This is an optimization exercise on Yosys and OpenROAD, whose aim is small area, a short achievable clock period and few clock cycles per item, not a production implementation. Only simulation tests tie the RTL to the original design; equivalence was not proved. Power figures rest on the tool's default switching activity, not on a simulated workload.

### config.mk
export PLATFORM = sky130hd
export DESIGN_NAME = top_module
export DESIGN_NICKNAME = top_module
export VERILOG_FILES = /design/flow/design.v
export SDC_FILE = /design/flow/constraint.sdc
export NUM_CORES = 4
export LEC_CHECK = 0
export CAP_MARGIN = 20
export CORE_MARGIN = 2
export CORE_UTILIZATION = 40
export SETUP_SLACK_MARGIN = 1.8
export SLEW_MARGIN = 20
### constraint.sdc
create_clock -name core_clock -period 4.0 [get_ports {s_axi_clk}]
set_input_delay 0.8000 -clock core_clock [delete_from_list [all_inputs] [get_ports {s_axi_clk}]]
set_output_delay 0.8000 -clock core_clock [all_outputs]
set_load 0.01 [all_outputs]
### design.v
`timescale 1ns / 1ps
module s_axi_lite #(
    parameter S_AXI_DATA_WIDTH  = 32,
    parameter S_AXI_ADDR_WIDTH  = 32,
    parameter S_AXI_MEM_DEPTH   = 8
)
(
    input                               s_axi_clk,
    input                               s_axi_resetn,
    input                               s_axi_awvalid,
    input      [S_AXI_ADDR_WIDTH-1:0]   s_axi_awaddr,
    output                              s_axi_awready,
    input                               s_axi_wvalid,
    input      [S_AXI_DATA_WIDTH-1:0]   s_axi_wdata,
    input      [S_AXI_DATA_WIDTH/8-1:0] s_axi_wstrb,
    output                              s_axi_wready,
    input                               s_axi_bready,
    output      [1:0]                   s_axi_bresp,
    output                              s_axi_bvalid,
    input                               s_axi_arvalid,
    input      [S_AXI_ADDR_WIDTH-1:0]   s_axi_araddr,
    output                              s_axi_arready,
    input                               s_axi_rready,
    output     [S_AXI_DATA_WIDTH-1:0]   s_axi_rdata,
    output      [1:0]                   s_axi_rresp,
    output                              s_axi_rvalid
);
localparam IW = (S_AXI_MEM_DEPTH <= 2)  ? 1 : (S_AXI_MEM_DEPTH <= 4)   ? 2 :
                (S_AXI_MEM_DEPTH <= 8)  ? 3 : (S_AXI_MEM_DEPTH <= 16)  ? 4 :
                (S_AXI_MEM_DEPTH <= 32) ? 5 : (S_AXI_MEM_DEPTH <= 64)  ? 6 :
                (S_AXI_MEM_DEPTH <= 128)? 7 : 8;
localparam NB = S_AXI_DATA_WIDTH/8;
reg                        bvalid, bidle;    
reg                        berr;
reg                        rvalid, ridle;    
reg                        rerr;
reg [S_AXI_DATA_WIDTH-1:0] rdata;
reg [S_AXI_DATA_WIDTH-1:0] slv_mem [0:S_AXI_MEM_DEPTH-1];
integer i;
wire b_free  = bidle | s_axi_bready;
wire r_free  = ridle | s_axi_rready;
wire wr      = s_axi_awvalid & s_axi_wvalid & b_free;
wire rd      = s_axi_arvalid & r_free;
wire aw_err  = (s_axi_awaddr >> 2) >= S_AXI_MEM_DEPTH;
wire ar_err  = (s_axi_araddr >> 2) >= S_AXI_MEM_DEPTH;
wire [IW-1:0] aw_idx = s_axi_awaddr[2 +: IW];
wire [IW-1:0] ar_idx = s_axi_araddr[2 +: IW];
assign s_axi_awready = s_axi_wvalid  & b_free;
assign s_axi_wready  = s_axi_awvalid & b_free;
assign s_axi_bvalid  = bvalid;
assign s_axi_bresp   = {berr, 1'b0};
assign s_axi_arready = r_free;
assign s_axi_rvalid  = rvalid;
assign s_axi_rdata   = rdata;
assign s_axi_rresp   = {rerr, 1'b0};
always @(posedge s_axi_clk) begin
    if (!s_axi_resetn) begin
        bvalid <= 1'b0;
        bidle  <= 1'b1;
    end else if (wr) begin
        bvalid <= 1'b1;
        bidle  <= 1'b0;
        berr   <= aw_err;
    end else if (s_axi_bready) begin
        bvalid <= 1'b0;
        bidle  <= 1'b1;
    end
end
always @(posedge s_axi_clk) begin
    if (!s_axi_resetn) begin
        rvalid <= 1'b0;
        ridle  <= 1'b1;
    end else if (rd) begin
        rvalid <= 1'b1;
        ridle  <= 1'b0;
        rerr   <= ar_err;
    end else if (s_axi_rready) begin
        rvalid <= 1'b0;
        ridle  <= 1'b1;
    end
end
reg  [S_AXI_MEM_DEPTH-1:0]                  rsel;
wire [S_AXI_MEM_DEPTH*S_AXI_DATA_WIDTH-1:0] mem_flat;
wire [S_AXI_DATA_WIDTH-1:0]                 rdata_next;
genvar g;
generate
    for (g = 0; g < S_AXI_MEM_DEPTH; g = g + 1) begin : g_flat
        assign mem_flat[g*S_AXI_DATA_WIDTH +: S_AXI_DATA_WIDTH] = slv_mem[g];
    end
endgenerate
always @(*)
    for (i = 0; i < S_AXI_MEM_DEPTH; i = i + 1)
        rsel[i] = rd & ~ar_err & (ar_idx == i);
s_axi_lite_rmux #(
    .S_AXI_DATA_WIDTH(S_AXI_DATA_WIDTH),
    .S_AXI_MEM_DEPTH(S_AXI_MEM_DEPTH)
) rmux_i (
    .mem(mem_flat),
    .sel(rsel),
    .q(rdata),
    .hold(~rd),
    .data(rdata_next)
);
always @(posedge s_axi_clk)
    rdata <= rdata_next;
wire [S_AXI_DATA_WIDTH-1:0] wd = s_axi_wdata & {S_AXI_DATA_WIDTH{s_axi_resetn}};
reg  [S_AXI_MEM_DEPTH-1:0]  reg_en;
wire [NB-1:0] byte_en = s_axi_wstrb | {NB{~s_axi_resetn}};
always @(*)
    for (i = 0; i < S_AXI_MEM_DEPTH; i = i + 1)
        reg_en[i] = ~s_axi_resetn | (wr & ~aw_err & (aw_idx == i));
genvar gi, gj;
generate
    for (gi = 0; gi < S_AXI_MEM_DEPTH; gi = gi + 1) begin : g_reg
        for (gj = 0; gj < NB; gj = gj + 1) begin : g_byte
            wire ben;
            s_axi_lite_and2 en_i (.a(reg_en[gi]), .b(byte_en[gj]), .y(ben));
            always @(posedge s_axi_clk)
                if (ben) slv_mem[gi][8*gj +: 8] <= wd[8*gj +: 8];
        end
    end
endgenerate
endmodule
module s_axi_lite_rmux #(
    parameter S_AXI_DATA_WIDTH  = 32,
    parameter S_AXI_MEM_DEPTH   = 8
)
(
    input  [S_AXI_MEM_DEPTH*S_AXI_DATA_WIDTH-1:0] mem,
    input  [S_AXI_MEM_DEPTH-1:0]                  sel,
    input  [S_AXI_DATA_WIDTH-1:0]                 q,
    input                                         hold,
    output [S_AXI_DATA_WIDTH-1:0]                 data
);
localparam W = S_AXI_DATA_WIDTH;
genvar k;
generate
    for (k = 0; k < W; k = k + 1) begin : g_bit
        wire n0, n1, n2;
        s_axi_lite_g_aoi222 g_0 (.a1(sel[0]), .a2(mem[0*W+k]), .b1(sel[1]), .b2(mem[1*W+k]),
                                 .c1(sel[2]), .c2(mem[2*W+k]), .y(n0));
        s_axi_lite_g_aoi222 g_1 (.a1(sel[3]), .a2(mem[3*W+k]), .b1(sel[4]), .b2(mem[4*W+k]),
                                 .c1(sel[5]), .c2(mem[5*W+k]), .y(n1));
        s_axi_lite_g_aoi222 g_2 (.a1(sel[6]), .a2(mem[6*W+k]), .b1(sel[7]), .b2(mem[7*W+k]),
                                 .c1(hold),   .c2(q[k]),        .y(n2));
        s_axi_lite_g_nand3  g_o (.a(n0), .b(n1), .c(n2), .y(data[k]));
    end
endgenerate
endmodule
module s_axi_lite_g_aoi222 (input a1, input a2, input b1, input b2, input c1, input c2, output y);
assign y = ~((a1 & a2) | (b1 & b2) | (c1 & c2));
endmodule
module s_axi_lite_g_nand3 (input a, input b, input c, output y);
assign y = ~(a & b & c);
endmodule
module s_axi_lite_and2 (
    input  a,
    input  b,
    output y
);
assign y = a & b;
endmodule
`timescale 1ns / 1ps
module top_module#(
    parameter S_AXI_DATA_WIDTH  = 32,
    parameter S_AXI_ADDR_WIDTH  = 32,
    parameter S_AXI_MEM_DEPTH   = 8  
)(
    input                               s_axi_clk,
    input                               s_axi_resetn,
    input                               s_axi_awvalid,
    input      [S_AXI_ADDR_WIDTH-1:0]   s_axi_awaddr,
    output                              s_axi_awready,
    input                               s_axi_wvalid,
    input      [S_AXI_DATA_WIDTH-1:0]   s_axi_wdata,
    input      [S_AXI_DATA_WIDTH/8-1:0] s_axi_wstrb,
    output                              s_axi_wready,
    input                               s_axi_bready,
    output      [1:0]                   s_axi_bresp,
    output                              s_axi_bvalid,
    input                               s_axi_arvalid,
    input      [S_AXI_ADDR_WIDTH-1:0]   s_axi_araddr,
    output                              s_axi_arready,
    input                               s_axi_rready,
    output     [S_AXI_DATA_WIDTH-1:0]   s_axi_rdata,
    output      [1:0]                   s_axi_rresp,
    output                              s_axi_rvalid
    );
    s_axi_lite #(
    .S_AXI_ADDR_WIDTH(S_AXI_ADDR_WIDTH),
    .S_AXI_DATA_WIDTH(S_AXI_DATA_WIDTH),
    .S_AXI_MEM_DEPTH(S_AXI_MEM_DEPTH)
     )Slave(
    .s_axi_clk(s_axi_clk),
    .s_axi_resetn(s_axi_resetn),
    .s_axi_awvalid(s_axi_awvalid),
    .s_axi_awaddr(s_axi_awaddr),
    .s_axi_awready(s_axi_awready),
    .s_axi_wvalid(s_axi_wvalid),
    .s_axi_wdata(s_axi_wdata),
    .s_axi_wstrb(s_axi_wstrb),
    .s_axi_wready(s_axi_wready),
    .s_axi_bready(s_axi_bready),
    .s_axi_bvalid(s_axi_bvalid),
    .s_axi_bresp(s_axi_bresp),
    .s_axi_arvalid(s_axi_arvalid),
    .s_axi_arready(s_axi_arready),
    .s_axi_araddr(s_axi_araddr),
    .s_axi_rready(s_axi_rready),
    .s_axi_rvalid(s_axi_rvalid),
    .s_axi_rdata(s_axi_rdata),
    .s_axi_rresp(s_axi_rresp)
    );
endmodule
### run.sh
#!/bin/bash
# synth_recipe.tcl (not shown) runs the flow's synth.tcl, then flattens the netlist and writes it again
# the make line also repeats each setting of config.mk as NAME=value (left out here)
make -C /OpenROAD-flow-scripts/flow DESIGN_CONFIG=/design/flow/config.mk WORK_HOME=/design/flow/orfs CLKGATE_MAP_FILE= SYNTH_SCRIPT=/design/flow/synth_recipe.tcl finish
==> impl_metrics.tcl <==
set metrics [dict create \
    synth_area_leader_cell "edfxtp_1" \
    worstPathArrival_ns 2.51 \
    start_util 0.4093 \
    chipHeight_microns 175.8 \
    clock_skew_ns 0.007493 \
    hold_viol_final 0 \
    max-slew-margin-rel 0.4540 \
    drc 0 \
    setup_viol 0 \
    p_leak_nw 5.591 \
    grt_pass1_vias 7295 \
    die_area_sq_um 30920 \
    hold_path.class "flip-flop to flip-flop" \
    layout_common_cells "edfxtp_1 (258), clkdlybuf4s50_1 (67), dlygate4sd2_1 (40), mux2_2 (38), a22o_1 (37)" \
    dpl.cell_count 1239 \
    antenna_found_initial 0 \
    via_per_inst 5.389 \
    io_pins 148 \
    final_cells 1345 \
    cp_num_buf_inv 4 \
    dpl.hpwl_microns 17950 \
    track_usage 0.1886 \
    cts_root_buf "clkbuf_16" \
    clock_latency_ns 0.55 \
    grt_max_degree 42 \
    end_kind "flip-flop" \
    cap_violations 0 \
    max_stage_delay_ns 0.26 \
    rsz0062_at_grt "yes" \
    synth_warnings 2 \
    gp_congestion 0.7460 \
    num_rows 62 \
    critPathSlowestCell "nor4_4" \
    startpoint_type "primary input" \
    ys_seq_area_frac 0.7169 \
    worst_ir_drop_vdd_v 0.0003229 \
    cts_sinks 294 \
    max_freq_ghz 0.4448 \
    critPathMaxFanout 6 \
    grt_pass1_wl_microns 43840 \
    core_sq_um 28860 \
    fin_nets 1044 \
    critPathKind "primary input to flip-flop" \
    worstPathCellList "buf_2, nor4_4, nand4_1, buf_6, nor4_4, buf_6, nand2_8, o21ai_4, buf_12" \
    die_w_microns 175.8 \
    n_antenna_cell 0 \
    cts_hold_buffers 0 \
    wl_microns 29400 \
    cpLargestDelayFamily "simple AND/OR/NAND/NOR gates" \
    power_w 0.007017 \
    synth_area_sq_um 11810 \
    worst_slew_pin_slew_ns 0.8170 \
    drtIter0Drc 514 \
    syn_area_per_cell_sq_um 15.44 \
    synth_cell_type_count 41 \
    outcome "timing/DRC/antenna clean" \
    path_clk_slew_ns 0.06 \
    final.setup.tns_ns 0 \
    syn2layout_area_growth_pct 33.56 \
    post-route-min-period_ns 2.248 \
    slew_viol_final 0 \
    firstDrtPassIters 4 \
    drive_gt1_frac 0.2914 \
    syn_inst 765 \
    fin_crit_sh 0.5620 \
    clockBufferDepth 3 \
    ys_top_cells_by_area "edfxtp_1 (66%), dfxtp_1 (6.1%), mux2_2 (3.6%), a22o_1 (2.7%), buf_4 (2.3%)" \
    final_common_cell "edfxtp_1" \
    io_buffers 141 \
    synth_top_area_share 0.6559 \
    required_ns 4.26 \
    fin_hold_ws_ns 0.4522 \
    cts_max_level 1 \
    power.density_nw_per_um2 444.8 \
    grt.overflow.total 0 \
    antenna_left 0 \
    wire_per_inst_microns 21.86 \
    cts_tree "built" \
    ys_ff_latch 294 \
    route.vias.total 7248 \
    cts_made_buffers 30 \
]
==> cell usage after synthesis (all sizes together) <==
cell type	number
nor3	16
o21ai	36
o2111ai	5
o21a	1
o2bb2ai	5
a211o	3
mux2i	19
a22o	37
a22oi	29
inv	4
or2	2
nor4	15
a221o	15
conb	1
mux2	38
a221oi	14
a21oi	16
buf	61
and3	3
nor2	14
a32o	3
nand2	44
dfxtp	36
nand2b	5
nand4	2
and2	35
nand3	18
edfxtp	258
clkbuf	21
a31oi	1
nor2b	4
mux4	4
==> report_power, final <==
part           total, W  switching [W]  leakage, nW  internal, W
logic          0.000631       0.000334         2.33     0.000297
registers       0.00362      0.0000505         2.78      0.00357
clock network   0.00276        0.00115        0.480      0.00162
total           0.00702        0.00153         5.59      0.00549
==> final timing paths <==
check	startpoint	to	slack, ns	cells after the start
setup / recovery	s_axi_awaddr[7]	Slave.slv_mem[3][11]	1.75	9
hold reg to reg	Slave.slv_mem[7][2]	Slave.rdata[2]	0.45	1
setup reg to reg	Slave.ridle	Slave.rdata[21]	2.14	8
hold / removal	Slave.slv_mem[7][2]	Slave.rdata[2]	0.45	1
==> sequential cells by signal, indices dropped and copies added (netlist names) <==
| name | flops |
|---|---|
| Slave.bidle | 1 |
| Slave.rvalid | 1 |
| Slave.ridle | 1 |
| Slave.rdata | 32 |
| Slave.berr | 1 |
| Slave.rerr | 1 |
| Slave.slv_mem | 256 |
| Slave.bvalid | 1 |
==> final cells by class <==
cell class              instances  area [sq um]
clock buffers                  35         800.8
clock inverters                21         180.2
fillers                      2346         13080
inverters                       4         17.52
multi-input cells             386          3498
flip-flops and latches        294          8468
well taps                     384         480.5
repair buffers                221          2331
==> logic make-up after synthesis <==
group | after synthesis | share of synthesized area
multiplexers | 61 | 0.05995
other | 1 | 0.0003175
buffers and inverters | 86 | 0.04279
flip-flops | 294 | 0.7169
AO/OA/AOI/OAI | 165 | 0.1094
AND/OR/NAND/NOR | 158 | 0.07065
==> through the flow <==
step	setup slack (ns)	util	instance area [sq um]
after floorplan	1.509	-	11940
after global placement	0.5565	0.4713	13600
after detailed placement	0.5568	0.4713	13600
after CTS	1.735	0.5396	15570
after global routing	1.726	0.5467	15780
final	1.752	0.5467	15780
==> timing repair <==
item,4_1_cts,5_1_grt
setup endpoints to repair,327,280
resized for setup,200,66
setup buffers,45,4
pin swaps,40,21
==> layer usage <==
metal / vias to the layer above / share of wire / wire length (microns) / track usage
met4: 0 / 0.017 / 502 / 0.04029
met5: - / 0 / 0 / 0
met1: 3613 / 0.43 / 12640 / 0.2585
li1: 3316 / - / - / -
met3: 41 / 0.077 / 2275 / 0.03939
met2: 278 / 0.48 / 13980 / 0.3118
Testbench counts, summed over its fixed seeds: cycles 16,950, ops 24,000.

-- what the ideal ports hide --
Ports are ideal in the flow. The routed layout listed here was re-timed in OpenROAD. Step 1 (the two cells are an assumption about what drives the block):
set clk [get_ports {s_axi_clk}]
set_driving_cell -lib_cell sky130_fd_sc_hd__clkbuf_16 $clk
set_driving_cell -lib_cell sky130_fd_sc_hd__buf_2 [delete_from_list [all_inputs] $clk]
Step 2 also shifts input and output timing later by t, the mid clock arrival at the registers, as if the neighbouring blocks saw the same clock. Slacks: ideal ports / drivers / drivers and shift; pairs: ideal ports / drivers.
t (ns): 0.594
setup slack, ns: 1.752 / 1.774 / 1.180
cell pins on the clock port's net: 1
After both steps setup and hold are still met in this run. For this run, drivers alone change the setup slack by +0.022 ns; drivers and shift together by -0.572 ns.
